From an optimization exercise on the open Yosys and OpenROAD flow, aimed at small area and a short achievable clock period; shortcuts taken in it are not production practice.
The RTL was checked by simulation tests, not by an equivalence proof against the original design.
No run shown here takes its clock network from TritonCTS; it comes from the design's own scripts or RTL.
The clock input has no modelled driver; a real chip could not lean on it and would need a root buffer or a full tree.

## flow/design.v (module list and top-level ports; edited modules follow where they fit)
// module bw_fa: 4 lines
// module bw_ha: 4 lines
// module bw_booth_enc: 12 lines
// module bw_xnor: 3 lines
// module bw_or: 3 lines
// module bw_fa1: 4 lines
// module baughWooleyArrayMultiplier: 2194 lines
// module mul32: 22 lines
module mul32 (
    input             clk,
    input      [31:0] a,
    input      [31:0] b,
    output reg [63:0] product
);
  // ...
==> flow/flow/run.sh <==
#!/bin/bash
export BUFFER_PORTS_ARGS="-buffer_cell sky130_fd_sc_hd__buf_2"
export CTS_ARGS="-sink_clustering_enable -repair_clock_nets -dont_use_dummy_load"
export POST_CTS_TCL="$PWD/flow/clock_inv.tcl"
export SETUP_SLACK_MARGIN=23.30
export POST_GLOBAL_PLACE_TCL="$PWD/flow/keep_outputs.tcl"
export PRE_FINAL_REPORT_TCL="$PWD/flow/release.tcl"
bash standard.sh > standard.log 2>&1
==> flow/flow/clock_inv.tcl <==
# Clock tree rework, run after CTS. CTS builds one root buffer that drives
# every leaf buffer across the die. Here the clock port instead drives up to
# four root inverters, one per quadrant of the leaves, and each leaf buffer
# becomes an inverter: every register's clock still passes through the same
# two stages (now inverting twice), keeping the tree balanced, with about
# half the insertion delay. Leaf clusters and flip-flops are left as CTS
# made them.
set root_cell sky130_fd_sc_hd__clkinv_16
set leaf_cell sky130_fd_sc_hd__clkinv_4
set block [ord::get_db_block]
set port_net [[$block findBTerm clk] getNet]
set roots {}
foreach it [$port_net getITerms] { lappend roots [$it getInst] }
if {[llength $roots] != 1} { error "clock_roots: expected one root buffer, found [llength $roots]" }
set root [lindex $roots 0]
set root_master [[$root getMaster] getName]
set root_out ""
foreach it [$root getITerms] {
  if {[$it isOutputSignal]} { set root_out [$it getNet] }
}
set leaves {}
foreach it [$root_out getITerms] {
  if {[$it isInputSignal]} { lappend leaves $it }
}
# every leaf must be a buffer whose output drives only flip-flop clock pins
foreach it $leaves {
  set li [$it getInst]
  if {![string match "*clkbuf*" [[$li getMaster] getName]]} { error "clock_roots: unexpected leaf [$li getName]" }
  foreach o [$li getITerms] {
    if {[$o isOutputSignal]} {
      foreach s [[$o getNet] getITerms] {
        if {[$s isInputSignal] && ![string match "*dfxtp*" [[[$s getInst] getMaster] getName]]} {
          error "clock_roots: leaf [$li getName] drives [[$s getInst] getName]"
        }
      }
    }
  }
}
puts "clock_roots: root [$root getName] ($root_master) drives [llength $leaves] pins"
# split the leaves at the median x, then each half at its median y
proc loc {it} {
  set b [[$it getInst] getBBox]
  return [list [expr {([$b xMin] + [$b xMax]) / 2}] [expr {([$b yMin] + [$b yMax]) / 2}]]
}
set pts {}
foreach it $leaves { lappend pts [concat [loc $it] [list $it]] }
set pts [lsort -integer -index 0 $pts]
set h [expr {[llength $pts] / 2}]
set groups {}
foreach half [list [lrange $pts 0 [expr {$h - 1}]] [lrange $pts $h end]] {
  set half [lsort -integer -index 1 $half]
  set q [expr {[llength $half] / 2}]
  lappend groups [lrange $half 0 [expr {$q - 1}]] [lrange $half $q end]
}
set n 0
foreach g $groups {
  if {[llength $g] == 0} continue
  set sx 0; set sy 0
  foreach p $g { incr sx [lindex $p 0]; incr sy [lindex $p 1] }
  set cx [expr {$sx / [llength $g]}]
  set cy [expr {$sy / [llength $g]}]
  set bname "clkroot_$n"
  set nname "clkroot_net_$n"
  set inst [odb::dbInst_create $block [[ord::get_db] findMaster $root_cell] $bname]
  set net [odb::dbNet_create $block $nname]
  $inst setLocation $cx $cy
  $inst setPlacementStatus PLACED
  $net setSigType CLOCK
  foreach p $g {
    set it [lindex $p 2]
    $it disconnect
    $it connect $net
  }
  foreach it [$inst getITerms] {
    if {[$it isOutputSignal]} { $it connect $net }
    if {[$it isInputSignal]} { $it connect $port_net }
  }
  puts "clock_roots: $bname at $cx $cy drives [llength $g] pins"
  incr n
}
# replace each leaf buffer by an inverter at the same place
set k 0
foreach it $leaves {
  set li [$it getInst]
  set in_net ""
  set out_net ""
  foreach t [$li getITerms] {
    if {[$t isInputSignal]} { set in_net [$t getNet] }
    if {[$t isOutputSignal]} { set out_net [$t getNet] }
  }
  set loc [$li getLocation]
  set ni [odb::dbInst_create $block [[ord::get_db] findMaster $leaf_cell] "clkleaf_$k"]
  $ni setLocation [lindex $loc 0] [lindex $loc 1]
  $ni setPlacementStatus PLACED
  odb::dbInst_destroy $li
  foreach t [$ni getITerms] {
    if {[$t isInputSignal]} { $t connect $in_net }
    if {[$t isOutputSignal]} { $t connect $out_net }
  }
  incr k
}
odb::dbInst_destroy $root
odb::dbNet_destroy $root_out
detailed_placement
check_placement
estimate_parasitics -placement
==> flow/flow/keep_outputs.tcl <==
set block [ord::get_db_block]
set n 0
foreach bt [$block getBTerms] {
  if {[$bt getIoType] != "OUTPUT"} continue
  foreach it [[$bt getNet] getITerms] {
    if {[$it isOutputSignal]} {
      [$it getInst] setDoNotTouch 1
      incr n
    }
  }
}
puts "keep_outputs: $n output buffers marked dont_touch"
==> flow/flow/release.tcl <==
# Run at the start of the final report step, before its global_connect: drop
# the dont_touch marks that flow/keep_outputs.tcl set on the output port
# buffers, so that global_connect ties their supply pins to VDD and VSS.
set n 0
foreach inst [[ord::get_db_block] getInsts] {
  if {[$inst isDoNotTouch]} {
    $inst setDoNotTouch 0
    incr n
  }
}
puts "release: cleared dont_touch on $n cells"
==> flow/standard.sh <==
#!/bin/bash
# synth_recipe.tcl (not shown) runs the flow's synth.tcl, then flattens the netlist and writes it again
# the make line also repeats each setting of config.mk as NAME=value (left out here)
make -C /OpenROAD-flow-scripts/flow DESIGN_CONFIG=/design/flow/config.mk WORK_HOME=/design/flow/orfs CLKGATE_MAP_FILE= SYNTH_SCRIPT=/design/flow/synth_recipe.tcl "${@:-finish}"
==> flow/config.mk <==
export PLATFORM = sky130hd
export DESIGN_NAME = mul32
export DESIGN_NICKNAME = mul32
export VERILOG_FILES = /design/flow/design.v
export SDC_FILE = /design/flow/constraint.sdc
export NUM_CORES = 4
export LEC_CHECK = 0
export ABC_AREA = 0
export CAP_MARGIN = 20
export CORE_MARGIN = 2
export CORE_UTILIZATION = 40
export SLEW_MARGIN = 20
export SYNTH_HIERARCHICAL = 1
export SYNTH_MINIMUM_KEEP_SIZE = 0
==> flow/constraint.sdc <==
create_clock -name core_clock -period 30.0 [get_ports {clk}]
set_input_delay 6.0000 -clock core_clock [delete_from_list [all_inputs] [get_ports {clk}]]
set_output_delay 6.0000 -clock core_clock [all_outputs]
set_load 0.01 [all_outputs]
==> results.py, run 1 <==
metrics = {
    "floorplanning": {
        "num_io_pins": 129,
        "floorplan.die_area_um2": 61400,
        "std_cell_rows": 89,
        "n_tap_cell": 773,
        "die_x_um": 248,
    },
    "layout": {
        "antenna-diode-count": 0,
        "most_common_cell_after_layout_fill_and_taps_aside": "xor2_1",
        "mostFrequentLayoutCells": "xor2_1 (510), o22ai_1 (486), fa_1 (448)",
        "post_route_cells_drive_above_1_share_pct": 16.9,
    },
    "grt": {
        "gr-max-usage-layer": "met2",
        "use_met3_pct": 6.16,
        "globalRouteOverflowTotal": 0,
        "grt_usage_pct": 27.1,
        "global_route_track_usage_on_met2_pct": 44.1,
        "antenna_violations_before_repair": 1,
    },
    "drt": {
        "drt_iter0_drc": 2329,
    },
    "run_status": {
        "run_status": "finished clean",
    },
    "logic_synthesis": {
        "combinational_family_with_the_most_area_after_synthesis": "adder cells",
        "synth_ff_type": "dfxtp_1",
        "netlist.area_leader.share_pct": 39.5,
        "synth.cell_area_um2": 23800,
        "synthMostInstantiatedCell": "xor2_1",
        "synthesis.area_per_instance_um2": 10.3,
        "ys_warn_count": 7,
        "post_synth_most_frequent_cells": "xor2_1 (513), o22ai_1 (496), fa_1 (469)",
        "post_synthesis_compound_gate_area_fraction_pct": 15.6,
        "synth_cell_types": 45,
    },
    "setup_path": {
        "critical_path.cell_chain": "buf_2",
        "reg2reg_from": "na_q[0]$_DFF_P_",
        "worst_setup_path_end_kind": "output port",
    },
    "timing": {
        "slew_headroom_pct": 54.5,
        "finalHoldViolations": 0,
        "worstMarginPinSlew_ps": 683,
        "fmax_ghz": 0.151,
    },
    "place": {
        "placement.io_buffers": 128,
        "dp_hpwl_um": 51100,
    },
    "min_path": {
        "hold_path.startpoint": "na_q[0]$_DFF_P_",
    },
}
==> run 2, diff against run 1 <==
--- a/flow/config.mk
+++ b/flow/config.mk
@@ -6,5 +6,5 @@
 export NUM_CORES = 4
 export LEC_CHECK = 0
-export ABC_AREA = 0
+export ABC_AREA = 1
 export CAP_MARGIN = 20
 export CORE_MARGIN = 2
==> run 2 against run 1 <==
Against the previous run: die area grew 0.81%; highest routed layer unchanged; hold slack lost 31 ps; still clean on timing, DRC and antenna; cell count grew 2.1%; fmax is essentially flat; sequential cell count is the same; critical endpoint is now product[60]; register-to-register slack gained 170 ps; routed wire length shrank 3.9%; synthesized cell count grew 4.1%.
==> results.py, run 2 <==
metrics = {
    "layout": {
        "max_flop_register": "product",
        "layout_top_registers": "product x64, na_q x32",
        "fillers": 5656,
        "antenna-diode-count": 0,
        "mostFrequentLayoutCells": "xor2_1 (530), o22ai_1 (496), fa_1 (469)",
        "post_layout_nonfiller_instances": 3115,
        "post_route_cells_drive_above_1_share_pct": 12.9,
        "largest_register_ff_count": 64,
        "area.growth.synth_to_final_pct": 5.39,
        "most_common_cell_after_layout_fill_and_taps_aside": "xor2_1",
        "layout.nets": 2946,
        "multi_input_comb_area_um2": 19400,
        "sequential_cell_area_um2": 2970,
    },
    "floorplanning": {
        "initial_utilization_pct": 40.5,
        "die_y_um": 249,
        "floorplan.die_area_um2": 61900,
        "die_x_um": 249,
        "core_area_um2": 59100,
        "std_cell_rows": 89,
        "num_io_pins": 129,
    },
    "logic_synthesis": {
        "synth_adder_area_share_pct": 42.7,
        "synth_simple_gate_area_share_pct": 3.00,
        "synth_ff_type": "dfxtp_1",
        "synth.area.mux_share_pct": 0,
        "netlist_instances": 2412,
        "synth.cell_area_um2": 24000,
        "share_of_flip_flops_with_an_asynchronous_set_or_reset_after_synthesis_pct": 0,
        "synth_enable_flop_cells": 0,
        "post_synth_most_frequent_cells": "xor2_1 (530), o22ai_1 (496), fa_1 (469)",
        "synthDominantAreaCellType": "fa_1",
        "syn-num-nets": 3014,
        "synthesis.area_per_instance_um2": 9.94,
        "ys_warn_count": 7,
        "synth.ff_latch_count": 144,
        "combinational_family_with_the_most_area_after_synthesis": "adder cells",
        "synth_area_leaders": "fa_1 (39%), xor2_1 (19%), o22ai_1 (13%), dfxtp_1 (12%), ha_1 (3.5%)",
        "post_synthesis_compound_gate_area_fraction_pct": 14.8,
        "synth_cell_types": 34,
        "synthMostInstantiatedCell": "xor2_1",
        "synth_xor_xnor_area_share_pct": 20.2,
        "synth_sequential_area_ratio_pct": 12.0,
        "netlist.area_leader.share_pct": 39.2,
    },
    "setup_path": {
        "critical_path.slowest_cell": "dfxtp_2",
        "critical_path_required_ps": 24000,
        "cp_num_buf_inv": 1,
        "worst-setup-path-type": "reg2out",
        "worst-path-max-fanout": 1,
        "critical_path.cell_chain": "buf_2",
        "worst_setup_path_end_kind": "output port",
        "worst_r2r_endpoint": "product[62]$_DFF_P_",
        "critical_path.max_stage_delay_ps": 360,
        "start_kind": "flop",
        "timing.reg2reg.setup_slack_ps": 23570,
        "path_depth_of_the_worst_reg2reg_path": 21,
        "reg2reg_from": "ntwo_q[6]$_DFF_P_",
        "path_delay_family": "flip-flops",
        "cp.arrival_ps": 630,
    },
    "min_path": {
        "worst_hold_path_type": "reg2reg",
        "worst_hold_path.num_cells": 2,
        "min_to": "product[0]$_DFF_P_",
        "hold_path.startpoint": "none_q[0]$_DFF_P_",
    },
    "flow_run": {
        "max_cap_violations": 0,
    },
    "clock_network": {
        "cts.sink_count": 144,
        "cts.reportedPaths.clkPinSlew_ps": 80,
        "clock_insertion_delay_worst_skew_ps": 150,
    },
    "drt": {
        "dr_total_vias": 19600,
        "drc": 0,
        "post_drt_via_cell_ratio": 6.28,
        "routed_wire_length_per_instance_um": 26.9,
        "drt_pre_antenna_iters": 6,
        "drt_wl_total_um": 83700,
        "drt_iter0_drc": 2615,
        "drt.antenna.violating_nets": 0,
    },
    "run_status": {
        "run_status": "finished clean",
    },
    "place": {
        "placement.io_buffers": 128,
        "place_inst": 3095,
        "dp_hpwl_um": 53800,
    },
    "timing": {
        "fmax_ghz": 0.151,
        "fin_worst_skew_ps": 28.0,
        "setup-tns-final_ps": 0,
        "final-setup-viol-count": 0,
        "finalHoldViolations": 0,
        "worstMarginPinSlew_ps": 1070,
        "post_layout_min_period_ps": 6630,
        "timing.final.max_slew_violations": 0,
        "setup_repair_after_global_routing_missed_its_margin": "false",
        "slew_headroom_pct": 28.4,
        "final_cycle_utilization_of_the_critical_path_pct": 22.1,
    },
    "grt": {
        "grt_usage_pct": 26.8,
        "number_of_global_route_vias_before_repair": 21100,
        "globalRouteOverflowTotal": 0,
        "grt_start_max_net_pins": 34,
        "wire_length_of_the_first_global_routing_pass_um": 128000,
        "antenna_violations_before_repair": 0,
    },
}
run 2: cell count changes in the layout (fill, tap and decap cells not counted), sizes merged, moves of 17 or more:
cell,change
nand2,+109
xnor2,-18
buf,-19
nor2b,-18
inv,+58
xor2,+17
run 2: layer usage:
| layer | up-vias | GRT usage (%) | share of wire (%) |
|---|---|---|---|
| met5 | - | 0 | 0 |
| met4 | 0 | 14.1 | 5.6 |
| met3 | 312 | 7.22 | 12 |
| met2 | 1565 | 42.3 | 45 |
| met1 | 9815 | 33.8 | 37 |
| li1 | 7873 | - | - |
run 2: cell type report:
type                       instances  share of cell area, %
inverter                         166                   3.20
tap                              773                   3.83
timing repair buffer             194                   4.60
multi-input combinational       1838                   76.6
sequential                       144                   11.8
run 2: worst max path at each step:
| stage | from | endpoint | slack, ps | cells after the start |
|---|---|---|---|---|
| 6_report | product[60]$_DFF_P_ | product[60] | 23370 | 1 |
| 5_1_grt | ntwo_q[4]$_DFF_P_ | product[62]$_DFF_P_ | 23320 | 24 |
| 3_5_place_dp | b[1] | ntwo_q[1]$_DFF_P_ | 23470 | 3 |
| 3_3_place_gp | b[7] | ntwo_q[4]$_DFF_P_ | 23480 | 3 |
| 2_1_floorplan | product[0]$_DFF_P_ | product[0] | 23670 | 0 |
run 2: cells by family (layout without fill, tap and decap cells):
logic type      Yosys count  in the layout
simple gates            180            180
flops                   144            144
compound gates          568            568
xor+xnor                553            553
buf+inv                 430            360
fa+ha+maj               537            537
run 2: per-stage QoR:
stage	instance area, um2	setup WS [ps]	hold WS (ps)	utilization [%]
6_report	25300	23370	755	42.7
5_1_grt	25300	23320	808	42.7
3_5_place_dp	24900	23470	815	42.2
3_3_place_gp	24900	23480	825	42.2
2_1_floorplan	24000	23670	760	-
run 2: per-module statistics from Yosys, one instance, submodules excluded, excerpt:
module | copies in the design | cells inside | cell area [um2] | flip-flops and latches
bw_fa | 434 | 1 | 20.0 | 0
mul32 | 1 | 176 | 3000 | 144
bw_xnor | 1 | 5 | 18.8 | 0
baughWooleyArrayMultiplier | 1 | 1671 | 11500 | 0
bw_ha | 15 | 1 | 12.5 | 0
bw_or | 1 | 3 | 11.3 | 0
bw_booth_enc | 1 | 108 | 559 | 0
==> run 3, diff against run 2 <==
==> flow/flow/keep_outputs.tcl (replaced) <==
set block [ord::get_db_block]
set die [$block getDieArea]
set cx [expr {([$die xMin] + [$die xMax]) / 2}]
set cy [expr {([$die yMin] + [$die yMax]) / 2}]
set n 0
set moved 0
foreach bt [$block getBTerms] {
  if {[$bt getIoType] != "OUTPUT"} continue
  foreach it [[$bt getNet] getITerms] {
    if {![$it isOutputSignal]} continue
    set buf [$it getInst]
    $buf setDoNotTouch 1
    incr n
    set bb [$buf getBBox]
    set bx [expr {([$bb xMin] + [$bb xMax]) / 2}]
    set by [expr {([$bb yMin] + [$bb yMax]) / 2}]
    foreach bi [$buf getITerms] {
      if {![$bi isInputSignal]} continue
      foreach d [[$bi getNet] getITerms] {
        if {![$d isOutputSignal]} continue
        set ff [$d getInst]
        if {![[$ff getMaster] isSequential]} continue
        # 4 um from the buffer towards the die centre
        set dx [expr {$cx - $bx}]
        set dy [expr {$cy - $by}]
        set len [expr {sqrt(double($dx) * $dx + double($dy) * $dy)}]
        if {$len < 1} { set len 1 }
        set step [expr {4.0 * [$block getDbUnitsPerMicron]}]
        set x [expr {int($bx + $dx / $len * $step)}]
        set y [expr {int($by + $dy / $len * $step)}]
        $ff setLocation $x $y
        incr moved
      }
    }
  }
}
puts "keep_outputs: $n output buffers marked dont_touch, $moved flip-flops moved next to them"
==> run 3 against run 2 <==
Against the previous run: still clean; via count rose by 0.18%; die area did not move; synthesized cell count did not move; critical path type unchanged; largest cell class unchanged; highest routed layer unchanged.
==> results.py, run 3 <==
metrics = {
    "run_status": {
        "run_status": "finished clean",
    },
    "place": {
        "placedInstanceArea_um2": 24900,
        "placement.io_buffers": 128,
        "dp_hpwl_um": 53800,
    },
    "logic_synthesis": {
        "synth_ff_type": "dfxtp_1",
        "synth_xor_xnor_area_share_pct": 20.2,
        "synthDominantAreaCellType": "fa_1",
        "post_synthesis_compound_gate_area_fraction_pct": 14.8,
        "syn-num-nets": 3014,
        "netlist.area_leader.share_pct": 39.2,
        "synth_cell_types": 34,
        "synth.cell_area_um2": 24000,
        "synth_adder_area_share_pct": 42.7,
        "synth_simple_gate_area_share_pct": 3.00,
        "post_synth_most_frequent_cells": "xor2_1 (530), o22ai_1 (496), fa_1 (469)",
        "synth.area.mux_share_pct": 0,
        "synth.ff_latch_count": 144,
        "ys_warn_count": 7,
        "synth_sequential_area_ratio_pct": 12.0,
        "combinational_family_with_the_most_area_after_synthesis": "adder cells",
        "synthMostInstantiatedCell": "xor2_1",
        "synthesis.area_per_instance_um2": 9.94,
        "share_of_flip_flops_with_an_asynchronous_set_or_reset_after_synthesis_pct": 0,
        "synth_enable_flop_cells": 0,
        "netlist_instances": 2412,
        "synth_area_leaders": "fa_1 (39%), xor2_1 (19%), o22ai_1 (13%), dfxtp_1 (12%), ha_1 (3.5%)",
    },
    "timing": {
        "finalHoldViolations": 0,
        "final-setup-viol-count": 0,
        "holdWs_ps": 838,
        "slew_headroom_pct": 29.7,
        "fin_worst_skew_ps": 28.4,
        "setup_repair_after_global_routing_missed_its_margin": "false",
        "timing.final.max_slew_violations": 0,
        "final_cycle_utilization_of_the_critical_path_pct": 22.0,
        "worstMarginPinSlew_ps": 1050,
        "post_layout_min_period_ps": 6600,
        "fmax_ghz": 0.152,
        "setup-tns-final_ps": 0,
    },
    "flow_run": {
        "max_cap_violations": 0,
    },
    "setup_path": {
        "critical_path.cell_chain": "buf_2",
        "worst-path-max-fanout": 1,
        "worst-setup-path-type": "reg2out",
        "critical_path.slowest_cell": "dfxtp_2",
        "worst_setup_path_end_kind": "output port",
        "critical_path_required_ps": 24000,
        "critical_path.max_stage_delay_ps": 330,
        "start_kind": "flop",
        "reg2reg_from": "none_q[5]$_DFF_P_",
        "worst_setup_path_startpoint": "product[61]$_DFF_P_",
        "cp.arrival_ps": 600,
        "path_delay_family": "flip-flops",
        "cp_num_buf_inv": 1,
    },
    "clock_network": {
        "cts.reportedPaths.clkPinSlew_ps": 80,
        "clock_insertion_delay_worst_skew_ps": 150,
        "cts.sink_count": 144,
    },
    "layout": {
        "mostFrequentLayoutCells": "xor2_1 (530), o22ai_1 (496), fa_1 (469)",
        "max_flop_register": "product",
        "antenna-diode-count": 0,
        "largest_register_ff_count": 64,
        "area.growth.synth_to_final_pct": 5.34,
        "post_route_cells_drive_above_1_share_pct": 12.5,
        "layout.nets": 2949,
        "fillers": 5665,
        "most_common_cell_after_layout_fill_and_taps_aside": "xor2_1",
        "layout_top_registers": "product x64, na_q x32",
        "design_area_um2": 25300,
    },
    "grt": {
        "antenna_violations_before_repair": 0,
        "grt_start_max_net_pins": 34,
        "grt_usage_pct": 26.8,
        "globalRouteOverflowTotal": 0,
        "number_of_global_route_vias_before_repair": 21000,
        "wire_length_of_the_first_global_routing_pass_um": 127000,
    },
    "min_path": {
        "hold_path.startpoint": "none_q[0]$_DFF_P_",
        "worst_hold_path_type": "reg2reg",
    },
    "drt": {
        "drt.antenna.violating_nets": 0,
        "drt_wl_total_um": 84000,
        "post_drt_via_cell_ratio": 6.29,
        "drc": 0,
        "dr_total_vias": 19600,
        "drt_pre_antenna_iters": 5,
        "routed_wire_length_per_instance_um": 26.9,
        "drt_iter0_drc": 2599,
    },
    "floorplanning": {
        "floorplan.die_area_um2": 61900,
        "std_cell_rows": 89,
        "num_io_pins": 129,
        "core_area_um2": 59100,
        "die_y_um": 249,
        "die_x_um": 249,
        "initial_utilization_pct": 40.5,
    },
}
## run 3: layout make-up
class | instances | area, um2 | share of cell area, %
inverter | 166 | 812 | 3.22
timing repair buffer | 197 | 1160 | 4.60
multi-input combinational | 1838 | 19400 | 76.7
tap | 773 | 967 | 3.83
sequential | 144 | 2950 | 11.7
## run 3: kinds of logic after synthesis
group	after synthesis
flops	144
simple gates	180
compound gates	568
buf+inv	430
fa+ha+maj	537
xor+xnor	553
## run 3: metal layers
layer	routed length (um)	part of all wire, %	GRT usage, %
met4	4790	5.7	13.8
met3	10400	12	7.14
met5	0	0	0
met1	31100	37	34.3
met2	37700	45	41.8
## run 3: worst paths after layout
path | endpoint | slack (ps) | depth (start not counted)
hold / removal | product[0]$_DFF_P_ | 840 | 2
setup / recovery | product[61] | 23400 | 1
setup reg to reg | product[62]$_DFF_P_ | 23490 | 21
hold reg to reg | product[0]$_DFF_P_ | 840 | 2
## run 3: modules after synthesis, one instance, submodules excluded, a selection
module / flip-flops and latches / cell area, um2 / copies in the design
mul32: 144 / 3000 / 1
bw_fa: 0 / 20.0 / 434
bw_xnor: 0 / 18.8 / 1
bw_ha: 0 / 12.5 / 15
bw_or: 0 / 11.3 / 1
bw_booth_enc: 0 / 559 / 1
baughWooleyArrayMultiplier: 0 / 11500 / 1
## run 3: per-stage QoR
stage	instances	setup WS, ps	utilization (%)
2_1_floorplan	2412	23670	-
3_3_place_gp	3095	23480	42.2
3_5_place_dp	3095	23480	42.2
5_1_grt	3118	23310	42.7
6_report	3118	23400	42.7
==> run 4, diff against run 3 <==
--- a/flow/flow/run.sh
+++ b/flow/flow/run.sh
@@ -3,5 +3,5 @@
 export CTS_ARGS="-sink_clustering_enable -repair_clock_nets -dont_use_dummy_load"
 export POST_CTS_TCL="$PWD/flow/clock_inv.tcl"
-export SETUP_SLACK_MARGIN=23.30
+export SETUP_SLACK_MARGIN=23.40
 export POST_GLOBAL_PLACE_TCL="$PWD/flow/keep_outputs.tcl"
 export PRE_FINAL_REPORT_TCL="$PWD/flow/release.tcl"
--- a/flow/config.mk
+++ b/flow/config.mk
@@ -9,5 +9,5 @@
 export CAP_MARGIN = 20
 export CORE_MARGIN = 2
-export CORE_UTILIZATION = 40
+export CORE_UTILIZATION = 55
 export SLEW_MARGIN = 20
 export SYNTH_HIERARCHICAL = 1
==> run 4 against run 3 <==
Against the previous run: still clean; first-iteration DRC count is 9.8% lower; synthesized area stayed put; synthesized cell count stayed put; clock skew is 11 ps higher; routed wire length is 3.8% lower; critical path depth stayed put; global-route usage is 10 points higher; highest routed layer is now met5.
==> results.py, run 4 <==
metrics = {
    "grt": {
        "use_met3_pct": 12.8,
        "wire_length_of_the_first_global_routing_pass_um": 125000,
        "number_of_global_route_vias_before_repair": 20400,
        "antenna_violations_before_repair": 6,
        "grt_use_met1_pct": 50.2,
        "grt_usage_pct": 36.8,
        "gr-max-usage-layer": "met2",
        "grt_start_max_net_pins": 34,
        "global_route_track_usage_on_met2_pct": 53.6,
        "globalRouteOverflowTotal": 0,
    },
    "setup_path": {
        "worst_setup_path_end_kind": "output port",
        "start_kind": "flop",
        "cp_num_buf_inv": 1,
        "critical_path.slowest_cell": "dfxtp_2",
        "worst-path-max-fanout": 1,
        "path_delay_family": "flip-flops",
        "worst-setup-path-type": "reg2out",
        "critical_path_required_ps": 24000,
        "cp.arrival_ps": 610,
        "critical_path.max_stage_delay_ps": 320,
        "critical_path.cell_chain": "buf_2",
    },
    "logic_synthesis": {
        "synth_ff_type": "dfxtp_1",
        "share_of_flip_flops_with_an_asynchronous_set_or_reset_after_synthesis_pct": 0,
        "synth.cell_area_um2": 24000,
        "synth_area_leaders": "fa_1 (39%), xor2_1 (19%), o22ai_1 (13%), dfxtp_1 (12%), ha_1 (3.5%)",
        "syn-num-nets": 3014,
        "synthDominantAreaCellType": "fa_1",
        "netlist_instances": 2412,
        "synthesis.area_per_instance_um2": 9.94,
        "ys_warn_count": 7,
        "synth_cell_types": 34,
        "synth_sequential_area_ratio_pct": 12.0,
        "synthMostInstantiatedCell": "xor2_1",
        "netlist.area_leader.share_pct": 39.2,
        "synth.ff_latch_count": 144,
        "post_synth_most_frequent_cells": "xor2_1 (530), o22ai_1 (496), fa_1 (469)",
        "synth_enable_flop_cells": 0,
    },
    "layout": {
        "mostFrequentLayoutCells": "xor2_1 (530), o22ai_1 (496), fa_1 (469)",
        "post_route_cells_drive_above_1_share_pct": 12.7,
        "area.growth.synth_to_final_pct": 4.58,
        "layout.nets": 2950,
        "most_common_cell_after_layout_fill_and_taps_aside": "xor2_1",
        "largest_register_ff_count": 64,
        "layout_top_registers": "product x64, na_q x32",
        "final_core_utilization_pct": 58.2,
        "max_flop_register": "product",
    },
    "min_path": {
        "worst_hold_path_type": "reg2reg",
    },
    "floorplanning": {
        "initial_utilization_pct": 55.6,
        "num_io_pins": 129,
        "die_y_um": 213,
        "core_area_um2": 43100,
        "floorplan.die_area_um2": 45300,
        "die_x_um": 213,
        "std_cell_rows": 76,
    },
    "timing": {
        "worstMarginPinSlew_ps": 1020,
        "fin_worst_skew_ps": 39.3,
        "timing.final.max_slew_violations": 0,
        "setup-tns-final_ps": 0,
        "post_layout_min_period_ps": 6610,
        "finalHoldViolations": 0,
        "final-setup-viol-count": 0,
        "slew_headroom_pct": 31.9,
        "fmax_ghz": 0.151,
        "crit_path_setup_slack_layout_ps": 23390,
        "final_cycle_utilization_of_the_critical_path_pct": 22.0,
        "setup_repair_after_global_routing_missed_its_margin": "true",
    },
    "clock_network": {
        "clock_insertion_delay_worst_skew_ps": 160,
        "cts.sink_count": 144,
        "cts.reportedPaths.clkPinSlew_ps": 100,
    },
    "run_status": {
        "run_status": "finished clean",
    },
    "place": {
        "placement.io_buffers": 128,
        "detailedPlace.worstSlack_ps": 23480,
        "dp_hpwl_um": 52200,
    },
    "drt": {
        "dr_total_vias": 19400,
        "drt.antenna.violating_nets": 0,
        "post_drt_via_cell_ratio": 6.61,
        "drt_pre_antenna_iters": 5,
        "drc": 0,
        "drt_wl_total_um": 80800,
        "routed_wire_length_per_instance_um": 27.6,
        "drt_iter0_drc": 2344,
    },
    "flow_run": {
        "max_cap_violations": 0,
    },
}
==> run 4: cell type report <==
cell class | count | area (um2)
flip-flops and latches | 144 | 2980
diodes | 1 | 2.50
inverters | 166 | 808
multi-input cells | 1838 | 19400
well taps | 585 | 732
fillers | 3767 | 18000
repair buffers | 198 | 1190
==> run 4: logic make-up (layout without fill, tap and decap cells) <==
kind of cell / Yosys count / in the layout / synth area share [%]
AO/OA/AOI/OAI: 568 / 568 / 14.8
XOR/XNOR: 553 / 553 / 20.2
adder cells (fa/ha/maj): 537 / 537 / 42.7
buffers and inverters: 430 / 364 / 7.22
AND/OR/NAND/NOR: 180 / 180 / 3.00
flip-flops: 144 / 144 / 12.0
other: 0 / 1 / 0
==> run 4: worst reg2reg max path, cell delays in order, from the launching register on <==
cell	delay (ps)
dfxtp_1	320
buf_4	540
inv_1	400
nor2_1	200
ha_1	240
fa_1	450
fa_1	510
fa_1	410
fa_1	540
fa_1	430
ha_1	340
nand2_1	80
nor2_1	210
nand2_1	100
nor2_1	110
nand2_1	70
nand3_2	170
nand2_2	70
nand2_2	160
nand2_1	80
nand2_1	100
nand2_1	70
nand2_2	90
a21oi_2	60
fa_1	470
inv_1	40
==> run 4: Yosys stat by module (local to each module, per instance), excerpt <==
module | flip-flops and latches | times used | cells inside
bw_xnor | 0 | 1 | 5
baughWooleyArrayMultiplier | 0 | 1 | 1671
bw_fa | 0 | 434 | 1
bw_or | 0 | 1 | 3
bw_ha | 0 | 15 | 1
bw_booth_enc | 0 | 1 | 108
mul32 | 144 | 1 | 176
==> run 4: routing by layer <==
| layer | vias to the layer above | routed length [um] |
|---|---|---|
| met3 | 265 | 11000 |
| met4 | 8 | 3450 |
| li1 | 7886 | - |
| met2 | 1491 | 34600 |
| met1 | 9739 | 31600 |
| met5 | - | 57 |
==> run 4: stage by stage <==
stage / std cells / hold slack (ps) / cell area [um2]
3_3_place_gp: 2911 / 879 / 24700
6_report: 2932 / 887 / 25100
3_5_place_dp: 2911 / 842 / 24700
5_1_grt: 2931 / 925 / 25100
2_1_floorplan: 2412 / 760 / 24000
==> run 4: final timing paths <==
path / cells after the start / start / end / slack, ps
max: 1 / product[30]$_DFF_P_ / product[30] / 23390
min: 2 / none_q[0]$_DFF_P_ / product[0]$_DFF_P_ / 890
max reg2reg: 25 / neg_q[12]$_DFF_P_ / product[62]$_DFF_P_ / 23630
min reg2reg: 2 / none_q[0]$_DFF_P_ / product[0]$_DFF_P_ / 890
==> run 5, diff against run 4 <==
--- a/flow/config.mk
+++ b/flow/config.mk
@@ -9,5 +9,5 @@
 export CAP_MARGIN = 20
 export CORE_MARGIN = 2
-export CORE_UTILIZATION = 55
+export CORE_UTILIZATION = 40
 export SLEW_MARGIN = 20
 export SYNTH_HIERARCHICAL = 1
==> run 5 against run 4 <==
Against the previous run: cell count increased by 6.3%; die area increased by 37%; worst setup slack improved by 16 ps; fmax increased by 0.24%; clock skew decreased by 10 ps.
==> results.py, run 5 <==
metrics = {
    "floorplanning": {
        "num_io_pins": 129,
        "core_area_um2": 59100,
        "floorplan.die_area_um2": 61900,
        "initial_utilization_pct": 40.5,
        "std_cell_rows": 89,
        "die_y_um": 249,
        "die_x_um": 249,
    },
    "layout": {
        "layout.nets": 2949,
        "largest_register_ff_count": 64,
        "antenna-diode-count": 0,
        "final_core_utilization_pct": 42.8,
        "most_common_cell_after_layout_fill_and_taps_aside": "xor2_1",
        "area.growth.synth_to_final_pct": 5.53,
        "sequential_cell_area_um2": 2980,
        "fillers": 5664,
        "mostFrequentLayoutCells": "xor2_1 (530), o22ai_1 (496), fa_1 (469)",
        "post_route_cells_drive_above_1_share_pct": 13.0,
        "multi_input_comb_area_um2": 19400,
        "max_flop_register": "product",
        "layout_top_registers": "product x64, na_q x32",
    },
    "drt": {
        "drc": 0,
        "drt.antenna.violating_nets": 0,
        "post_drt_via_cell_ratio": 6.25,
        "drt_pre_antenna_iters": 8,
        "drt_wl_total_um": 83800,
        "routed_wire_length_per_instance_um": 26.9,
        "dr_total_vias": 19500,
        "drt_iter0_drc": 2706,
    },
    "setup_path": {
        "cp.arrival_ps": 600,
        "worstSetupEndpoint": "product[61]",
        "reg2reg_from": "na_q[13]$_DFF_P_",
        "path_depth_of_the_worst_reg2reg_path": 24,
        "worst-setup-path-type": "reg2out",
        "timing.reg2reg.setup_slack_ps": 23540,
        "worst_r2r_endpoint": "product[62]$_DFF_P_",
        "critical_path.max_stage_delay_ps": 330,
        "worstSetupPathDepth": 1,
        "cp_num_buf_inv": 1,
        "worst_setup_path_end_kind": "output port",
        "critical_path.slowest_cell": "dfxtp_2",
        "start_kind": "flop",
        "critical_path_required_ps": 24000,
        "critical_path.cell_chain": "buf_2",
        "worst-path-max-fanout": 1,
        "path_delay_family": "flip-flops",
        "worst_setup_path_startpoint": "product[61]$_DFF_P_",
    },
    "logic_synthesis": {
        "ys_warn_count": 7,
        "netlist.area_leader.share_pct": 39.2,
        "synth_enable_flop_cells": 0,
        "synth_ff_type": "dfxtp_1",
        "synthMostInstantiatedCell": "xor2_1",
        "synth_cell_types": 34,
        "netlist_instances": 2412,
        "synth.cell_area_um2": 24000,
        "syn-num-nets": 3014,
        "synth.ff_latch_count": 144,
        "synth_sequential_area_ratio_pct": 12.0,
        "post_synth_most_frequent_cells": "xor2_1 (530), o22ai_1 (496), fa_1 (469)",
        "synthDominantAreaCellType": "fa_1",
        "synth_area_leaders": "fa_1 (39%), xor2_1 (19%), o22ai_1 (13%), dfxtp_1 (12%), ha_1 (3.5%)",
        "share_of_flip_flops_with_an_asynchronous_set_or_reset_after_synthesis_pct": 0,
        "synthesis.area_per_instance_um2": 9.94,
    },
    "grt": {
        "grt_start_max_net_pins": 34,
        "globalRouteOverflowTotal": 0,
        "antenna_violations_before_repair": 0,
        "wire_length_of_the_first_global_routing_pass_um": 127000,
        "grt_usage_pct": 26.8,
        "number_of_global_route_vias_before_repair": 21000,
    },
    "timing": {
        "final-setup-viol-count": 0,
        "slew_headroom_pct": 29.3,
        "worstMarginPinSlew_ps": 1060,
        "post_layout_min_period_ps": 6600,
        "final_cycle_utilization_of_the_critical_path_pct": 22.0,
        "finalHoldViolations": 0,
        "fmax_ghz": 0.152,
        "timing.final.max_slew_violations": 0,
        "setup-tns-final_ps": 0,
        "setup_repair_after_global_routing_missed_its_margin": "true",
        "fin_worst_skew_ps": 29.1,
    },
    "min_path": {
        "worst_hold_path_type": "reg2reg",
    },
    "place": {
        "placement.io_buffers": 128,
        "dp_hpwl_um": 53800,
    },
    "run_status": {
        "run_status": "finished clean",
    },
    "clock_network": {
        "cts.sink_count": 144,
        "clock_insertion_delay_worst_skew_ps": 150,
        "cts.reportedPaths.clkPinSlew_ps": 80,
    },
    "flow_run": {
        "max_cap_violations": 0,
    },
}
## run 5: cell families (layout without fill, tap and decap cells)
| logic type | after synthesis | count (layout) | share of synthesized area [%] |
|---|---|---|---|
| AOI/OAI and AO/OA | 568 | 568 | 14.8 |
| and+or+nand+nor | 180 | 180 | 3.00 |
| buffers and inverters | 430 | 363 | 7.22 |
| DFF | 144 | 144 | 12.0 |
| adders and majority gates | 537 | 537 | 42.7 |
| xor gates and xnor gates | 553 | 553 | 20.2 |
## run 5: modules after synthesis, one instance, submodules excluded, a selection
module	flip-flops and latches	cell area, um2
bw_booth_enc	0	559
mul32	144	3000
bw_ha	0	12.5
baughWooleyArrayMultiplier	0	11500
bw_xnor	0	18.8
bw_fa	0	20.0
bw_or	0	11.3
## run 5: per-layer routing
metal / vias to the layer above / track usage, % / wire length (um)
met4: 0 / 13.8 / 4750
li1: 7865 / - / -
met5: - / 0 / 0
met3: 311 / 7.14 / 10500
met2: 1537 / 41.8 / 37800
met1: 9790 / 34.3 / 30800
## run 5: layout make-up
cell class | count | share of cell area, %
inverter | 166 | 3.21
sequential | 144 | 11.8
tap | 773 | 3.82
timing repair buffer | 197 | 4.68
multi-input combinational | 1838 | 76.5
## run 5: worst min path at each step
stage,startpoint,to,slack [ps],cells past startpoint
3_5_place_dp,none_q[0]$_DFF_P_,product[0]$_DFF_P_,820,2
5_1_grt,none_q[0]$_DFF_P_,product[0]$_DFF_P_,800,2
6_report,none_q[0]$_DFF_P_,product[0]$_DFF_P_,760,2
2_1_floorplan,neg_q[0]$_DFF_P_,product[1]$_DFF_P_,760,4
3_3_place_gp,none_q[0]$_DFF_P_,product[0]$_DFF_P_,820,2
## run 5: through the flow
step,hold slack [ps],cell area (um2),cells,worst slack (ps)
after floorplan,760,24000,2412,23670
after global placement,825,24900,3095,23480
after detailed placement,817,24900,3095,23480
after global routing,798,25300,3118,23370
final,761,25300,3118,23400
==> run 6, diff against run 5 <==
--- a/flow/flow/run.sh
+++ b/flow/flow/run.sh
@@ -3,5 +3,5 @@
 export CTS_ARGS="-sink_clustering_enable -repair_clock_nets -dont_use_dummy_load"
 export POST_CTS_TCL="$PWD/flow/clock_inv.tcl"
-export SETUP_SLACK_MARGIN=23.40
+export SETUP_SLACK_MARGIN=23.35
 export POST_GLOBAL_PLACE_TCL="$PWD/flow/keep_outputs.tcl"
 export PRE_FINAL_REPORT_TCL="$PWD/flow/release.tcl"
==> run 6 against run 5 <==
Against the previous run: clock skew about the same; synthesized area unchanged; global-route usage stayed put; via count is essentially flat; first-iteration DRC count down 2.0%; hold slack better by 5.1 ps; fmax about the same; sequential share of layout area decreased by 0.066 points; critical path type unchanged; highest routed layer unchanged.
==> results.py, run 6 <==
metrics = {
    "timing": {
        "final-setup-viol-count": 0,
        "setup-tns-final_ps": 0,
        "holdWs_ps": 766,
        "fmax_ghz": 0.152,
        "fin_worst_skew_ps": 29.0,
        "final_cycle_utilization_of_the_critical_path_pct": 22.0,
        "finalHoldViolations": 0,
        "slew_headroom_pct": 30.9,
        "setup_repair_after_global_routing_missed_its_margin": "false",
        "worstMarginPinSlew_ps": 1040,
        "post_layout_min_period_ps": 6600,
        "timing.final.max_slew_violations": 0,
        "crit_path_setup_slack_layout_ps": 23400,
    },
    "setup_path": {
        "cp.arrival_ps": 600,
        "path_delay_family": "flip-flops",
        "worst-path-max-fanout": 1,
        "worst-setup-path-type": "reg2out",
        "critical_path.max_stage_delay_ps": 330,
        "cp_num_buf_inv": 1,
        "start_kind": "flop",
        "critical_path.cell_chain": "buf_2",
        "critical_path.slowest_cell": "dfxtp_2",
        "worst_setup_path_end_kind": "output port",
        "critical_path_required_ps": 24000,
    },
    "layout": {
        "area.growth.synth_to_final_pct": 5.41,
        "max_flop_register": "product",
        "design_area_um2": 25300,
        "mostFrequentLayoutCells": "xor2_1 (530), o22ai_1 (496), fa_1 (469)",
        "layout_top_registers": "product x64, na_q x32",
        "fillers": 5667,
        "antenna-diode-count": 0,
        "post_route_cells_drive_above_1_share_pct": 12.5,
        "layout.nets": 2949,
        "most_common_cell_after_layout_fill_and_taps_aside": "xor2_1",
        "largest_register_ff_count": 64,
    },
    "grt": {
        "globalRouteOverflowTotal": 0,
        "wire_length_of_the_first_global_routing_pass_um": 127000,
        "antenna_violations_before_repair": 0,
        "number_of_global_route_vias_before_repair": 21000,
        "grt_start_max_net_pins": 34,
        "grt_usage_pct": 26.8,
    },
    "floorplanning": {
        "core_area_um2": 59100,
        "initial_utilization_pct": 40.5,
        "floorplan.die_area_um2": 61900,
        "num_io_pins": 129,
        "std_cell_rows": 89,
        "die_x_um": 249,
        "die_y_um": 249,
    },
    "logic_synthesis": {
        "synth_area_leaders": "fa_1 (39%), xor2_1 (19%), o22ai_1 (13%), dfxtp_1 (12%), ha_1 (3.5%)",
        "synth.ff_latch_count": 144,
        "synth_simple_gate_area_share_pct": 3.00,
        "synth_cell_types": 34,
        "netlist.area_leader.share_pct": 39.2,
        "post_synthesis_compound_gate_area_fraction_pct": 14.8,
        "post_synth_most_frequent_cells": "xor2_1 (530), o22ai_1 (496), fa_1 (469)",
        "syn-num-nets": 3014,
        "synth_xor_xnor_area_share_pct": 20.2,
        "synthDominantAreaCellType": "fa_1",
        "synth.cell_area_um2": 24000,
        "synth_adder_area_share_pct": 42.7,
        "synthMostInstantiatedCell": "xor2_1",
        "synthesis.area_per_instance_um2": 9.94,
        "combinational_family_with_the_most_area_after_synthesis": "adder cells",
        "synth_enable_flop_cells": 0,
        "share_of_flip_flops_with_an_asynchronous_set_or_reset_after_synthesis_pct": 0,
        "ys_warn_count": 7,
        "synth.area.mux_share_pct": 0,
        "synth_sequential_area_ratio_pct": 12.0,
        "synth_ff_type": "dfxtp_1",
        "netlist_instances": 2412,
    },
    "place": {
        "detailedPlace.worstSlack_ps": 23480,
        "placedInstanceArea_um2": 24900,
        "placement.io_buffers": 128,
        "dp_hpwl_um": 53800,
    },
    "drt": {
        "drt_pre_antenna_iters": 6,
        "drc": 0,
        "drt.antenna.violating_nets": 0,
        "drt_iter0_drc": 2653,
        "post_drt_via_cell_ratio": 6.25,
        "routed_wire_length_per_instance_um": 26.9,
        "dr_total_vias": 19500,
        "drt_wl_total_um": 83800,
    },
    "clock_network": {
        "clock_insertion_delay_worst_skew_ps": 150,
        "cts.reportedPaths.clkPinSlew_ps": 80,
        "cts.sink_count": 144,
    },
    "flow_run": {
        "max_cap_violations": 0,
    },
    "run_status": {
        "run_status": "finished clean",
    },
    "min_path": {
        "worst_hold_path_type": "reg2reg",
    },
}
[run 6: cell counts after synthesis]
Identical to the previous run, type by type.
[run 6: layout make-up]
type | count | area, um2 | share of cell area [%]
inverters | 166 | 812 | 3.21
multi-input cells | 1838 | 19400 | 76.6
flip-flops and latches | 144 | 2960 | 11.7
well taps | 773 | 967 | 3.83
repair buffers | 197 | 1180 | 4.66
[run 6: cells by family after synthesis]
logic type               Yosys count
adder cells (fa/ha/maj)          537
XOR/XNOR                         553
AND/OR/NAND/NOR                  180
buffers and inverters            430
flip-flops                       144
AO/OA/AOI/OAI                    568
[run 6: per-stage QoR]
stage,util (%),instances
floorplan,-,2412
global placement,42.2,3095
detailed placement,42.2,3095
global route,42.7,3118
finish,42.7,3118
[run 6: worst paths after layout]
check                           start             endpoint  slack [ps]  depth (start not counted)
setup / recovery  product[61]$_DFF_P_          product[61]       23400                          1
hold / removal      none_q[0]$_DFF_P_   product[0]$_DFF_P_         770                          2
setup reg to reg    ntwo_q[6]$_DFF_P_  product[62]$_DFF_P_       23530                         21
hold reg to reg     none_q[0]$_DFF_P_   product[0]$_DFF_P_         770                          2
[run 6: layer usage]
layer | track usage, % | up-vias | wire length, um
li1 | - | 7872 | -
met1 | 34.3 | 9832 | 31100
met3 | 7.14 | 298 | 10300
met5 | 0 | - | 0
met4 | 13.8 | 0 | 4630
met2 | 41.8 | 1500 | 37900
[run 6: Yosys stat by module, one instance, submodules excluded, excerpt]
module,times used,flip-flops and latches
baughWooleyArrayMultiplier,1,0
bw_booth_enc,1,0
bw_fa,434,0
bw_ha,15,0
bw_or,1,0
bw_xnor,1,0
mul32,1,144
==> run 7, diff against run 6 <==
--- a/flow/flow/run.sh
+++ b/flow/flow/run.sh
@@ -4,4 +4,5 @@
 export POST_CTS_TCL="$PWD/flow/clock_inv.tcl"
 export SETUP_SLACK_MARGIN=23.35
+export SETUP_MOVE_SEQUENCE="unbuffer,sizeup,swap"
 export POST_GLOBAL_PLACE_TCL="$PWD/flow/keep_outputs.tcl"
 export PRE_FINAL_REPORT_TCL="$PWD/flow/release.tcl"
==> run 7 against run 6 <==
Against the previous run: worst setup slack stayed put; sequential share of layout area hardly changed; die area stayed put; hold slack better by 6.7 ps; sequential cell count stayed put; first-iteration DRC count is 2.5% lower; via count is 0.31% higher; critical endpoint unchanged.
==> results.py, run 7 <==
metrics = {
    "run_status": {
        "run_status": "finished clean",
    },
    "drt": {
        "drt_iter0_drc": 2586,
        "drt.antenna.violating_nets": 0,
        "drt_pre_antenna_iters": 7,
        "drt_wl_total_um": 83700,
        "drc": 0,
        "dr_total_vias": 19600,
        "routed_wire_length_per_instance_um": 26.9,
        "post_drt_via_cell_ratio": 6.28,
    },
    "setup_path": {
        "critical_path.slowest_cell": "dfxtp_2",
        "cp_num_buf_inv": 1,
        "worst-path-max-fanout": 1,
        "critical_path_required_ps": 24000,
        "critical_path.max_stage_delay_ps": 330,
        "start_kind": "flop",
        "worstSetupPathDepth": 1,
        "path_delay_family": "flip-flops",
        "cp.arrival_ps": 600,
        "worst-setup-path-type": "reg2out",
        "worst_setup_path_end_kind": "output port",
        "critical_path.cell_chain": "buf_2",
        "path_depth_of_the_worst_reg2reg_path": 21,
    },
    "logic_synthesis": {
        "synth_xor_xnor_area_share_pct": 20.2,
        "share_of_flip_flops_with_an_asynchronous_set_or_reset_after_synthesis_pct": 0,
        "synth.cell_area_um2": 24000,
        "synth_sequential_area_ratio_pct": 12.0,
        "synthDominantAreaCellType": "fa_1",
        "netlist.area_leader.share_pct": 39.2,
        "post_synth_most_frequent_cells": "xor2_1 (530), o22ai_1 (496), fa_1 (469)",
        "netlist_instances": 2412,
        "synth_ff_type": "dfxtp_1",
        "ys_warn_count": 7,
        "synthesis.area_per_instance_um2": 9.94,
        "synthMostInstantiatedCell": "xor2_1",
        "post_synthesis_compound_gate_area_fraction_pct": 14.8,
        "synth_cell_types": 34,
        "combinational_family_with_the_most_area_after_synthesis": "adder cells",
        "synth_area_leaders": "fa_1 (39%), xor2_1 (19%), o22ai_1 (13%), dfxtp_1 (12%), ha_1 (3.5%)",
        "synth.ff_latch_count": 144,
        "syn-num-nets": 3014,
        "synth_simple_gate_area_share_pct": 3.00,
        "synth_adder_area_share_pct": 42.7,
        "synth_enable_flop_cells": 0,
        "synth.area.mux_share_pct": 0,
    },
    "floorplanning": {
        "die_x_um": 249,
        "std_cell_rows": 89,
        "initial_utilization_pct": 40.5,
        "floorplan.die_area_um2": 61900,
        "die_y_um": 249,
        "num_io_pins": 129,
        "core_area_um2": 59100,
    },
    "timing": {
        "post_layout_min_period_ps": 6600,
        "fmax_ghz": 0.152,
        "slew_headroom_pct": 30.0,
        "worstMarginPinSlew_ps": 1050,
        "finalHoldViolations": 0,
        "timing.final.max_slew_violations": 0,
        "crit_path_setup_slack_layout_ps": 23400,
        "final-setup-viol-count": 0,
        "fin_worst_skew_ps": 29.1,
        "setup-tns-final_ps": 0,
        "final_cycle_utilization_of_the_critical_path_pct": 22.0,
        "setup_repair_after_global_routing_missed_its_margin": "false",
    },
    "grt": {
        "number_of_global_route_vias_before_repair": 21000,
        "antenna_violations_before_repair": 0,
        "wire_length_of_the_first_global_routing_pass_um": 127000,
        "grt_usage_pct": 26.8,
        "grt_start_max_net_pins": 34,
        "globalRouteOverflowTotal": 0,
    },
    "layout": {
        "max_flop_register": "product",
        "most_common_cell_after_layout_fill_and_taps_aside": "xor2_1",
        "area.growth.synth_to_final_pct": 5.36,
        "largest_register_ff_count": 64,
        "mostFrequentLayoutCells": "xor2_1 (529), o22ai_1 (496), fa_1 (469)",
        "post_route_cells_drive_above_1_share_pct": 12.5,
        "layout_top_registers": "product x64, na_q x32",
        "antenna-diode-count": 0,
        "layout.nets": 2946,
    },
    "place": {
        "detailedPlace.worstSlack_ps": 23480,
        "placement.io_buffers": 128,
        "dp_hpwl_um": 53800,
    },
    "clock_network": {
        "cts.reportedPaths.clkPinSlew_ps": 80,
        "clock_insertion_delay_worst_skew_ps": 150,
        "cts.sink_count": 144,
    },
    "min_path": {
        "worst_hold_path.num_cells": 2,
        "worst_hold_path_type": "reg2reg",
    },
    "flow_run": {
        "max_cap_violations": 0,
    },
}
run 7: cell counts after synthesis:
No cell type changed its count.
run 7: cell families after synthesis:
family          count (synthesis)
simple gates                  180
xor+xnor                      553
buf+inv                       430
flops                         144
fa+ha+maj                     537
compound gates                568
run 7: per-module statistics from Yosys, one instance, submodules excluded, excerpt:
module / times used / area, um2
baughWooleyArrayMultiplier: 1 / 11500
mul32: 1 / 3000
bw_booth_enc: 1 / 559
bw_fa: 434 / 20.0
bw_xnor: 1 / 18.8
bw_ha: 15 / 12.5
bw_or: 1 / 11.3
run 7: worst paths after layout:
| path | from | end | slack (ps) |
|---|---|---|---|
| worst max-delay path | product[61]$_DFF_P_ | product[61] | 23400 |
| worst max register to register | ntwo_q[6]$_DFF_P_ | product[62]$_DFF_P_ | 23520 |
| worst min-delay path | none_q[0]$_DFF_P_ | product[0]$_DFF_P_ | 770 |
| worst min register to register | none_q[0]$_DFF_P_ | product[0]$_DFF_P_ | 770 |
run 7: area by class of cell:
cell class	instances	area, um2
fillers	5664	33900
multi-input cells	1838	19400
flip-flops and latches	144	2960
repair buffers	194	1160
well taps	773	967
inverters	166	812
run 7: through the flow:
stage               instance area (um2)  utilization [%]  instances  hold WS [ps]
finish                            25300             42.7       3115           773
global route                      25300             42.7       3115           797
detailed placement                24900             42.2       3095           817
global placement                  24900             42.2       3095           825
floorplan                         24000                -       2412           760
run 7: routing by layer:
layer	vias up	global-route usage, %	wire, um
met4	0	13.8	4950
li1	7861	-	-
met2	1536	41.8	37700
met1	9840	34.3	30700
met3	326	7.14	10300
met5	-	0	0
==> run 8, diff against run 7 <==
--- a/flow/flow/run.sh
+++ b/flow/flow/run.sh
@@ -7,3 +7,5 @@
 export POST_GLOBAL_PLACE_TCL="$PWD/flow/keep_outputs.tcl"
 export PRE_FINAL_REPORT_TCL="$PWD/flow/release.tcl"
+# ORFS writes each step's full log under orfs/logs/; the make and DEF export
+# output goes to standard.log.
 bash standard.sh > standard.log 2>&1
==> run 8 against run 7 <==
Against the previous run: fmax unchanged; die area unchanged; sequential share of layout area unchanged; critical endpoint unchanged; worst setup slack unchanged.
==> results.py, run 8 <==
metrics = {
    "logic_synthesis": {
        "synth_area_leaders": "fa_1 (39%), xor2_1 (19%), o22ai_1 (13%), dfxtp_1 (12%), ha_1 (3.5%)",
        "synth_sequential_area_ratio_pct": 12.0,
        "netlist_instances": 2412,
        "synth_ff_type": "dfxtp_1",
        "post_synth_most_frequent_cells": "xor2_1 (530), o22ai_1 (496), fa_1 (469)",
        "synth.cell_area_um2": 24000,
        "share_of_flip_flops_with_an_asynchronous_set_or_reset_after_synthesis_pct": 0,
        "synth.area.mux_share_pct": 0,
        "synth_cell_types": 34,
        "synth_simple_gate_area_share_pct": 3.00,
        "synthesis.area_per_instance_um2": 9.94,
        "synth_adder_area_share_pct": 42.7,
        "syn-num-nets": 3014,
        "synth_xor_xnor_area_share_pct": 20.2,
        "post_synthesis_compound_gate_area_fraction_pct": 14.8,
        "synthDominantAreaCellType": "fa_1",
        "synthMostInstantiatedCell": "xor2_1",
        "combinational_family_with_the_most_area_after_synthesis": "adder cells",
        "ys_warn_count": 7,
        "synth_enable_flop_cells": 0,
        "synth.ff_latch_count": 144,
        "netlist.area_leader.share_pct": 39.2,
    },
    "place": {
        "placedInstanceArea_um2": 24900,
        "dp_hpwl_um": 53800,
        "placement.io_buffers": 128,
    },
    "layout": {
        "mostFrequentLayoutCells": "xor2_1 (529), o22ai_1 (496), fa_1 (469)",
        "area.growth.synth_to_final_pct": 5.36,
        "max_flop_register": "product",
        "largest_register_ff_count": 64,
        "final_core_utilization_pct": 42.7,
        "layout_top_registers": "product x64, na_q x32",
        "antenna-diode-count": 0,
        "layout.nets": 2946,
        "most_common_cell_after_layout_fill_and_taps_aside": "xor2_1",
        "post_route_cells_drive_above_1_share_pct": 12.5,
        "design_area_um2": 25300,
        "fillers": 5664,
    },
    "grt": {
        "globalRouteOverflowTotal": 0,
        "grt_start_max_net_pins": 34,
        "antenna_violations_before_repair": 0,
        "number_of_global_route_vias_before_repair": 21000,
        "wire_length_of_the_first_global_routing_pass_um": 127000,
        "grt_usage_pct": 26.8,
    },
    "setup_path": {
        "critical_path.cell_chain": "buf_2",
        "critical_path_required_ps": 24000,
        "worst_setup_path_end_kind": "output port",
        "critical_path.slowest_cell": "dfxtp_2",
        "start_kind": "flop",
        "worst-path-max-fanout": 1,
        "timing.reg2reg.setup_slack_ps": 23520,
        "path_delay_family": "flip-flops",
        "worst-setup-path-type": "reg2out",
        "cp_num_buf_inv": 1,
        "critical_path.max_stage_delay_ps": 330,
        "cp.arrival_ps": 600,
    },
    "timing": {
        "fmax_ghz": 0.152,
        "timing.final.max_slew_violations": 0,
        "fin_worst_skew_ps": 29.1,
        "post_layout_min_period_ps": 6600,
        "worstMarginPinSlew_ps": 1050,
        "slew_headroom_pct": 30.0,
        "final-setup-viol-count": 0,
        "setup_repair_after_global_routing_missed_its_margin": "false",
        "finalHoldViolations": 0,
        "setup-tns-final_ps": 0,
        "final_cycle_utilization_of_the_critical_path_pct": 22.0,
    },
    "floorplanning": {
        "initial_utilization_pct": 40.5,
        "num_io_pins": 129,
        "die_y_um": 249,
        "die_x_um": 249,
        "core_area_um2": 59100,
        "floorplan.die_area_um2": 61900,
        "std_cell_rows": 89,
    },
    "drt": {
        "drc": 0,
        "drt_iter0_drc": 2586,
        "drt_pre_antenna_iters": 7,
        "post_drt_via_cell_ratio": 6.28,
        "detailroute.wirelength.met2_um": 37700,
        "drt_wl_total_um": 83700,
        "detail_route.wirelength.met1_um": 30700,
        "wl_met3_um": 10300,
        "routed_wire_length_per_instance_um": 26.9,
        "dr_total_vias": 19600,
        "highest_metal_layer_with_signal_wires": "met4",
        "drt.antenna.violating_nets": 0,
    },
    "run_status": {
        "run_status": "finished clean",
    },
    "clock_network": {
        "cts.reportedPaths.clkPinSlew_ps": 80,
        "cts.sink_count": 144,
        "clock_insertion_delay_worst_skew_ps": 150,
    },
    "flow_run": {
        "max_cap_violations": 0,
    },
    "min_path": {
        "worst_hold_path_type": "reg2reg",
    },
}
## run 8: cell counts after synthesis
Identical to the previous run, type by type.
## run 8: cell families after synthesis
logic type                 Yosys count
AOI/OAI and AO/OA                  568
and+or+nand+nor                    180
DFF                                144
xor gates and xnor gates           553
adders and majority gates          537
buffers and inverters              430
## run 8: path summary, 6_finish.rpt
| kind | start | to | cells past startpoint |
|---|---|---|---|
| max | product[61]$_DFF_P_ | product[61] | 1 |
| min | none_q[0]$_DFF_P_ | product[0]$_DFF_P_ | 2 |
| max reg2reg | ntwo_q[6]$_DFF_P_ | product[62]$_DFF_P_ | 21 |
| min reg2reg | none_q[0]$_DFF_P_ | product[0]$_DFF_P_ | 2 |
## run 8: per-module statistics from Yosys, one instance, submodules excluded, excerpt
module | cells | flip-flops and latches | copies in the design
bw_ha | 1 | 0 | 15
baughWooleyArrayMultiplier | 1671 | 0 | 1
mul32 | 176 | 144 | 1
bw_xnor | 5 | 0 | 1
bw_fa | 1 | 0 | 434
bw_booth_enc | 108 | 0 | 1
bw_or | 3 | 0 | 1
## run 8: area by class of cell
| class | instances | area, um2 | area share, % |
|---|---|---|---|
| inverter | 166 | 812 | 3.22 |
| multi-input combinational | 1838 | 19400 | 76.7 |
| sequential | 144 | 2960 | 11.7 |
| tap | 773 | 967 | 3.83 |
| timing repair buffer | 194 | 1160 | 4.58 |
## run 8: layer usage
metal / track usage (%) / up-vias
met4: 13.8 / 0
met5: 0 / -
met2: 41.8 / 1536
li1: - / 7861
met3: 7.14 / 326
met1: 34.3 / 9840
## run 8: stage by stage
step | worst slack (ps) | hold slack, ps | std cells
finish | 23400 | 773 | 3115
global route | 23350 | 797 | 3115
detailed placement | 23480 | 817 | 3095
global placement | 23480 | 825 | 3095
floorplan | 23670 | 760 | 2412

## re-timing with driven ports
The results above use ideal ports. As a check the final layouts listed here were re-extracted and re-timed, cells and wires unchanged.
Step 1, drivers: a clkbuf_16 drives clk and a buf_2 each remaining input, both assumed.
Step 2 moves the port delays by t, midway between the first and last clock arrival at a register: inputs arrive t later, outputs are due t later. That takes back most of the time a late clock gives input paths.
Three values: ideal, step 1, step 2; two values: the first two.
| run | shift t [ns] | setup slack, ns | pins driven straight from the clock port |
|---|---|---|---|
| run 1 | 0.389 | 23.363 / 23.116 / 23.397 | 4 |
| run 2 | 0.383 | 23.368 / 23.128 / 23.468 | 4 |
| run 3 | 0.366 | 23.404 / 23.169 / 23.488 | 4 |
| run 4 | 0.374 | 23.389 / 23.155 / 23.463 | 4 |
| run 5 | 0.367 | 23.405 / 23.170 / 23.495 | 4 |
| run 6 | 0.366 | 23.404 / 23.170 / 23.491 | 4 |
| run 7 | 0.366 | 23.404 / 23.169 / 23.499 | 4 |
| run 8 | 0.366 | 23.404 / 23.169 / 23.499 | 4 |
After both steps setup and hold are still met in every run listed.
